From an optimization exercise on the open Yosys and OpenROAD flow, aimed at small area; shortcuts taken in it are not production practice.
For this run, only the layout was checked, not whether the RTL still works.
No driver is modelled on the clock port, so clock power and skew are understated where the tree is cut down; a real chip needs a root buffer or a tree.
Power figures rest on the tool's default switching activity, not on a simulated workload.

==> design.v <==
`timescale 1ns / 1ps
module Top_basys3 (
  input  logic        clk,
  input  logic        btnC,
  input  logic        btnU,
  input  logic [2:0]  sw,
  output logic [3:0]  an,
  output logic [6:0]  seg,
  output logic        dp
);
  logic rst;
  assign rst = btnC;
  localparam logic [35:0] INV = 36'h1 << 20;      
  logic [6:0] p, p_n;
  logic [2:0] r, r_n;
  logic [3:0] q, q_n;
  logic [3:0] mu, mu_n, hx, hx_n;
  logic [2:0] md, md_n;
  logic       h10, h10_n;
  logic [1:0] m1, m1_n, m2, m2_n;
  logic       stable, stable_n, pulse, pulse_n, show_clock, show_n;
  logic       sync0, sync1, dly;
  logic [32:0] cur, nxt, st;
  localparam logic [32:0] RSTV = {7'd0, 3'd0, 4'hF, 4'd0, 3'd0, 4'd0, 1'b0, 2'b00, 2'b00, 1'b0, 1'b0, 1'b0};
  assign cur = st ^ INV[35:3];
  assign {p, r, q, mu, md, hx, h10, m1, m2, stable, pulse, show_clock} = cur;
  assign nxt = {p_n, r_n, q_n, mu_n, md_n, hx_n, h10_n, m1_n, m2_n, stable_n, pulse_n, show_n};
  logic [2:0] nr, nrq;
  assign {sync0, sync1, dly} = nr ^ INV[2:0];
  always_ff @(posedge clk) begin
    st <= (rst ? RSTV : nxt) ^ INV[35:3];
    nr <= {btnU, sync0, stable} ^ INV[2:0];
  end
  logic r4, q14, p_hi, tick, mtick, unsat;
  assign r4    = r[2];
  assign q14   = q[3] & q[2] & q[1];
  assign p_hi  = &p[5:1];
  assign tick  = p_hi & p[0] & ~p[6];
  assign mtick = (&p[4:0]) & r4 & q14;
  assign unsat = &q;
  always_comb begin
    p_n = p + 7'd1;
    r_n = r4 ? 3'd0 : r + 3'd1;
    q_n = q;
    if (unsat) begin
      if (p_hi) q_n = 4'd12;
    end else if (r4) q_n = q14 ? 4'd0 : q + 4'd1;
  end
  logic mu9, md5, hx9, h2x;
  assign mu9 = mu[3] & mu[0];
  assign md5 = md[2] & md[0];
  assign h2x = hx[3] & hx[2];
  assign hx9 = hx[3] & ~hx[2] & hx[0];
  always_comb begin
    mu_n = mu; md_n = md; hx_n = hx; h10_n = h10;
    if (mtick) begin
      if (mu9) begin
        mu_n = '0;
        if (md5) begin
          md_n = '0;
          if (hx9) begin
            hx_n  = h10 ? 4'd12 : 4'd0;
            h10_n = ~h10;
          end else hx_n = hx + 4'd1;
        end else md_n = md + 3'd1;
      end else mu_n = mu + 4'd1;
    end
  end
  logic [3:0] hu;
  logic [1:0] hd;
  assign hu = {hx[3] & ~hx[2], hx[2] & ~hx[3], hx[1], hx[0]};
  assign hd = {h2x, h10};
  logic       V1, go, C;
  logic [1:0] D1, tal;
  assign V1 = m1[1] & ~m1[0];
  assign D1 = {V1, m1[1] & m1[0]};
  assign C  = sw[2];
  assign go = ~sw[0] & V1 & C;
  always_comb begin
    case (m2)
      2'd0: tal = go ? 2'd1 : 2'd0;
      2'd1: tal = go ? 2'd2 : 2'd1;
      2'd2: tal = C  ? 2'd2 : 2'd3;
      2'd3: tal = C  ? 2'd3 : 2'd0;
    endcase
  end
  always_comb begin
    m1_n = m1; m2_n = m2;
    if (tick) begin
      case (m1)
        2'b00: if (sw[0]) m1_n = 2'b01;
        2'b01: if (sw[1]) m1_n = 2'b11;
        2'b11: if (sw[1]) m1_n = 2'b10;
        default: ;
      endcase
      m2_n = tal;
    end
  end
  assign stable_n = ~unsat & sync1;
  assign pulse_n  = stable & ~dly;
  assign show_n   = show_clock ^ pulse;
  logic [1:0] f;
  assign f = p[1:0] - r[1:0];
  logic [3:0] v;
  always_comb begin
    case (f)
      2'd0: v = show_clock ? mu           : {2'b00, D1};
      2'd1: v = show_clock ? {1'b0, md}   : 4'hF;
      2'd2: v = show_clock ? hu           : 4'hF;
      2'd3: v = show_clock ? {2'b00, hd}  : {2'b00, tal};
    endcase
  end
  always_comb begin
    case (f)
      2'd0: an = 4'b1110;
      2'd1: an = 4'b1101;
      2'd2: an = 4'b1011;
      2'd3: an = 4'b0111;
    endcase
  end
  always_comb begin
    case (v)
      4'd0: seg = 7'b1000000;
      4'd1: seg = 7'b1111001;
      4'd2: seg = 7'b0100100;
      4'd3: seg = 7'b0110000;
      4'd4: seg = 7'b0011001;
      4'd5: seg = 7'b0010010;
      4'd6: seg = 7'b0000010;
      4'd7: seg = 7'b1111000;
      4'd8: seg = 7'b0000000;
      4'd9: seg = 7'b0010000;
      default: seg = 7'b1111111;
    endcase
  end
  assign dp = 1'b1;
endmodule
==> flow/run.sh <==
#!/bin/bash
# Own flow: the standard synthesis, then an area re-mapping of its
# combinational logic (registers untouched, several ABC runs, smallest
# kept), then the standard layout with minimum-size port buffers and a
# small clock tree without dummy loads whose root buffer is then
# removed (flow/clock_tree.tcl).
set -euo pipefail
HERE=$PWD
RES=$HERE/orfs/results/$FLOW_PLATFORM/Top_basys3/base
LIB=$FLOW_HOME/platforms/$FLOW_PLATFORM/lib/sky130_fd_sc_hd__tt_025C_1v80.lib
YOSYS=$(command -v yosys || echo $FLOW_HOME/../tools/install/yosys/bin/yosys)

bash standard.sh $RES/1_2_yosys.v > $HERE/std_synth.log 2>&1
cp $RES/1_2_yosys.v $HERE/std_netlist.v

mkdir -p $HERE/reopt
run_one() {
  local n=$1 script=$2
  echo "$script" > $HERE/reopt/r$n.abc
  sed -e "s|LIBFILE|$LIB|g" -e "s|NETIN|$HERE/std_netlist.v|" -e "s|NETOUT|$HERE/reopt/r$n.v|" \
      -e "s|ABCSCRIPT|$HERE/reopt/r$n.abc|" -e "s|AREAFILE|$HERE/reopt/r$n.area|" \
      flow/reopt.ys > $HERE/reopt/r$n.ys
  timeout 600 $YOSYS -s $HERE/reopt/r$n.ys > $HERE/reopt/r$n.log 2>&1 || true
}
i=0
for S in 1 2 3 4 5 6 7 8; do
  for M in "amap"; do
    i=$((i+1))
    run_one $i "strash; &get -n; &deepsyn -T 20 -S $S; &put; dch -f; $M" &
    if (( i % 4 == 0 )); then wait; fi
  done
done
wait
best=""; bestA=1e18
for a in $HERE/reopt/r*.area; do
  A=$(grep -oP "Chip area for module .*: \K[0-9.]+" $a || true)
  [[ -z "$A" ]] && continue
  if python3 -c "import sys; sys.exit(0 if $A < $bestA else 1)"; then bestA=$A; best=${a%.area}.v; fi
done
echo "best: $best $bestA" | tee $HERE/reopt/choice.txt
[[ -n "$best" ]] || exit 1
cp $best $RES/1_2_yosys.v
touch $RES/1_2_yosys.v $RES/1_2_yosys.sdc
bash standard.sh "BUFFER_PORTS_ARGS=-buffer_cell sky130_fd_sc_hd__buf_1" \
  "CTS_ARGS=-buf_list sky130_fd_sc_hd__clkbuf_4 -sink_clustering_enable -sink_clustering_size 20 -sink_clustering_max_diameter 300 -dont_use_dummy_load -repair_clock_nets" \
  "POST_CTS_TCL=$HERE/flow/clock_tree.tcl" \
  finish > $HERE/std_layout.log 2>&1
==> flow/clock_tree.tcl <==
set block [ord::get_db_block]
set root [$block findInst clkbuf_0_clk]
set innet [[$root findITerm A] getNet]
set rootnet [[$root findITerm X] getNet]
set leaves {}
foreach it [$rootnet getITerms] {
  if {[$it getInst] eq $root} { continue }
  lappend leaves $it
}
if {[llength $leaves] <= 4} {
  foreach it $leaves {
    $it disconnect
    $it connect $innet
  }
  [$root findITerm A] disconnect
  [$root findITerm X] disconnect
  odb::dbInst_destroy $root
  odb::dbNet_destroy $rootnet
  if {[info exists ::env(CLK_LEAF_CELL)]} {
    foreach it $leaves { replace_cell [[$it getInst] getName] $::env(CLK_LEAF_CELL) }
  }
}
detailed_placement
estimate_parasitics -placement
report_clock_skew
==> flow/reopt.ys <==
# Re-map the combinational logic of the standard synthesis for area.
# The flip-flops are kept as black boxes, so every register keeps its
# instance name and cell type.
read_liberty -ignore_miss_func LIBFILE
blackbox sky130_fd_sc_hd__dfxtp_1
read_verilog NETIN
hierarchy -top Top_basys3
flatten
opt -full
abc -liberty LIBFILE -dont_use sky130_fd_sc_hd__probe* -dont_use sky130_fd_sc_hd__lpflow* -script ABCSCRIPT
opt_clean -purge
hilomap -singleton -hicell sky130_fd_sc_hd__conb_1 HI -locell sky130_fd_sc_hd__conb_1 LO
splitnets
opt_clean -purge
hierarchy -top Top_basys3
tee -o AREAFILE stat -liberty LIBFILE
write_verilog -noattr -nohex -nodec NETOUT
==> standard.sh <==
#!/bin/bash
# synth_recipe.tcl (not shown) runs the flow's synth.tcl, then flattens the netlist and writes it again
# the make line also repeats each setting of config.mk as NAME=value (left out here)
make -C /OpenROAD-flow-scripts/flow DESIGN_CONFIG=/design/flow/config.mk WORK_HOME=/design/flow/orfs CLKGATE_MAP_FILE= SYNTH_SCRIPT=/design/flow/synth_recipe.tcl "${@:-finish}"
==> config.mk <==
export PLATFORM = sky130hd
export DESIGN_NAME = Top_basys3
export DESIGN_NICKNAME = Top_basys3
export VERILOG_FILES = /design/flow/design.v
export SDC_FILE = /design/flow/constraint.sdc
export NUM_CORES = 4
export LEC_CHECK = 0
export CAP_MARGIN = 20
export CORE_MARGIN = 2
export CORE_UTILIZATION = 40
export CTS_BUF_LIST = sky130_fd_sc_hd__clkbuf_4
export PLACE_DENSITY = 0.6
export SLEW_MARGIN = 20
==> constraint.sdc <==
create_clock -name core_clock -period 6.0 [get_ports {clk}]
set_input_delay 1.2000 -clock core_clock [delete_from_list [all_inputs] [get_ports {clk}]]
set_output_delay 1.2000 -clock core_clock [all_outputs]
set_load 0.01 [all_outputs]
==> flow_metrics.env <==
export IMPL_status="complete, no violations"
export IMPL_die_w_um=66.2
export IMPL_required_ns=4.80
export IMPL_viasPerCell=4.87
export IMPL_path_clk_slew_ns=0.11
export IMPL_drt_initial_drc_count=43
export IMPL_start_util_pct=41.9
export IMPL_fin_util_pct=46.2
export IMPL_vias=1355
export IMPL_wl_per_cell_um=10.6
export IMPL_clkSinkCount=36
export IMPL_grt_max_degree=28
export IMPL_antennaDiodeCount=0
export IMPL_hold_class="flip-flop to flip-flop"
export IMPL_setup_viol_count_final=0
export IMPL_critPathMaxFanout=5
export IMPL_n_fill_cell=396
export IMPL_die_area_mm2=0.00438
export IMPL_port_buffers=16
export IMPL_ys_warnings_count=1
export IMPL_tightestPinTransition_ns=0.510
export IMPL_rows=22
export IMPL_clk_insertion_delay_late_ns=0.16
export IMPL_route_detailed_drc=0
export IMPL_pre_cts_ws_ns=1.46
export IMPL_nNetsFinal=238
export IMPL_critPathKind="primary input to output port"
export IMPL_wl_um=2940
export IMPL_synth_area_mm2=0.00155
export IMPL_grt_first_pass_wirelength_um=5030
export IMPL_finalCritPeriodShare_pct=76.1
export IMPL_syn_nets=215
export IMPL_layout_commonest_cell="nor2_1"
export IMPL_drv_cap=0
export IMPL_setup_tns_final_ns=0
export IMPL_start_kind="primary input"
export IMPL_mostFrequentLayoutCells="nor2_1 (45), dfxtp_1 (36), clkinv_1 (30)"
export IMPL_core_mm2=0.00369
export IMPL_grt_usage_pct=15.0
export IMPL_peakVddDrop_mv=0.152
export IMPL_pin_count=18
export IMPL_crit_path_end_kind="output port"
export IMPL_slew_violations=0
export IMPL_die_height_um=66.2
export IMPL_finalCriticalPeriod_ns=4.56
export IMPL_maxSlewHeadroom_pct=66.0
export IMPL_ant_nets=0
export IMPL_rsz0062_at_grt="false"
export IMPL_grt_pass1_vias=1180
export IMPL_grt_overflow=0
export IMPL_worst_slack_ns=1.44
export IMPL_avgSynthCellArea_um2=7.40
export IMPL_power_density_mw_per_mm2=276
export IMPL_place_congestion=0.767
export IMPL_antenna_found_initial=0
export IMPL_clock_skew_ns=0.0198
export IMPL_crit_arrival_ns=3.36
export IMPL_hpwl_um=2230
export IMPL_first_pass_iters=4
export IMPL_clock_fmax_mhz=219
export IMPL_postSynthCellCount=209
export IMPL_syn_to_final_growth_pct=10.2
export IMPL_final_layout_size_suffix_gt1_share_pct=2.17
export IMPL_hold_viol_final=0
export IMPL_p_leak_nw=0.563
sequential cells by signal, summed over array words and instances, names as in the netlist:
| register | count |
|---|---|
| st | 33 |
| nr | 3 |
power by group:
part,internal [W],switching [W]
registers,0.000253,0.0000101
clock network,0.0000319,0.0000589
logic,0.0000414,0.0000761
metal layers:
layer  part of all wire (%)  vias up  global-route usage, %
met5                      0        -                      0
met2                     40       21                   23.5
li1                       -      758                      -
met4                    1.7        0                   6.89
met3                    4.5        5                   3.07
met1                     54      571                   19.8
path summary, 6_finish.rpt:
kind	startpoint	to	slack (ns)	cells past startpoint
setup / recovery	sw[0]	seg[1]	1.44	14
hold / removal	nr[2]	nr[1]	0.34	0
setup reg to reg	st[26]	st[11]	2.81	17
hold reg to reg	nr[2]	nr[1]	0.34	0
cell type report:
cell class	instances	area [um^2]	share of cell area, %
Sequential cell	36	721	42.3
Multi-Input combinational cell	143	713	41.9
Inverter	30	113	6.61
Timing Repair Buffer	17	67.6	3.96
Tap cell	48	60.1	3.52
Clock buffer	4	30.0	1.76
critical path, cell delays in order:
cell	delay, ns
buf_1	0.08
or3_1	0.32
nor2_1	0.10
o22a_1	0.15
o211ai_1	0.10
o21ai_0	0.08
o21ai_0	0.19
nor2b_1	0.21
a21oi_1	0.15
o31ai_1	0.12
o21ai_0	0.24
clkinv_1	0.11
o21ai_0	0.15
buf_1	0.17
through the flow:
step | power, W | instances | hold slack (ns) | area [um^2]
6_report | 0.000471 | 278 | 0.338 | 1700
5_1_grt | 0.000505 | 278 | 0.353 | 1700
3_5_place_dp | 0.000386 | 274 | 0.315 | 1670
3_3_place_gp | 0.000385 | 274 | 0.311 | 1670
2_1_floorplan | 0.000350 | 209 | 0.310 | 1550

what the ideal ports hide:
The flow's constraints put no driver on any port. The routed layout listed below was extracted and timed again, unchanged, in two steps.
Step 1 assumes that a clkbuf_16 drives the clock port and a buf_2 every other input.
Step 2 moves the port delays by t, midway between the first and last clock arrival at a register: inputs arrive t later, outputs are due t later. That takes back most of the time a late clock gives input paths.
Three values: ideal, step 1, step 2; two values: the first two.
t (ns): 0.199
slack for setup (ns): 1.435 / 1.416 / 1.416
worst setup path after step 2: input to output
worst register clock-pin slew, ns: 0.11 / 0.11
worst slew at a driven data input, ns: 0.03
After both steps setup and hold are still met in this run. For this run, drivers alone change the setup slack by -0.019 ns; drivers and shift together by -0.019 ns.
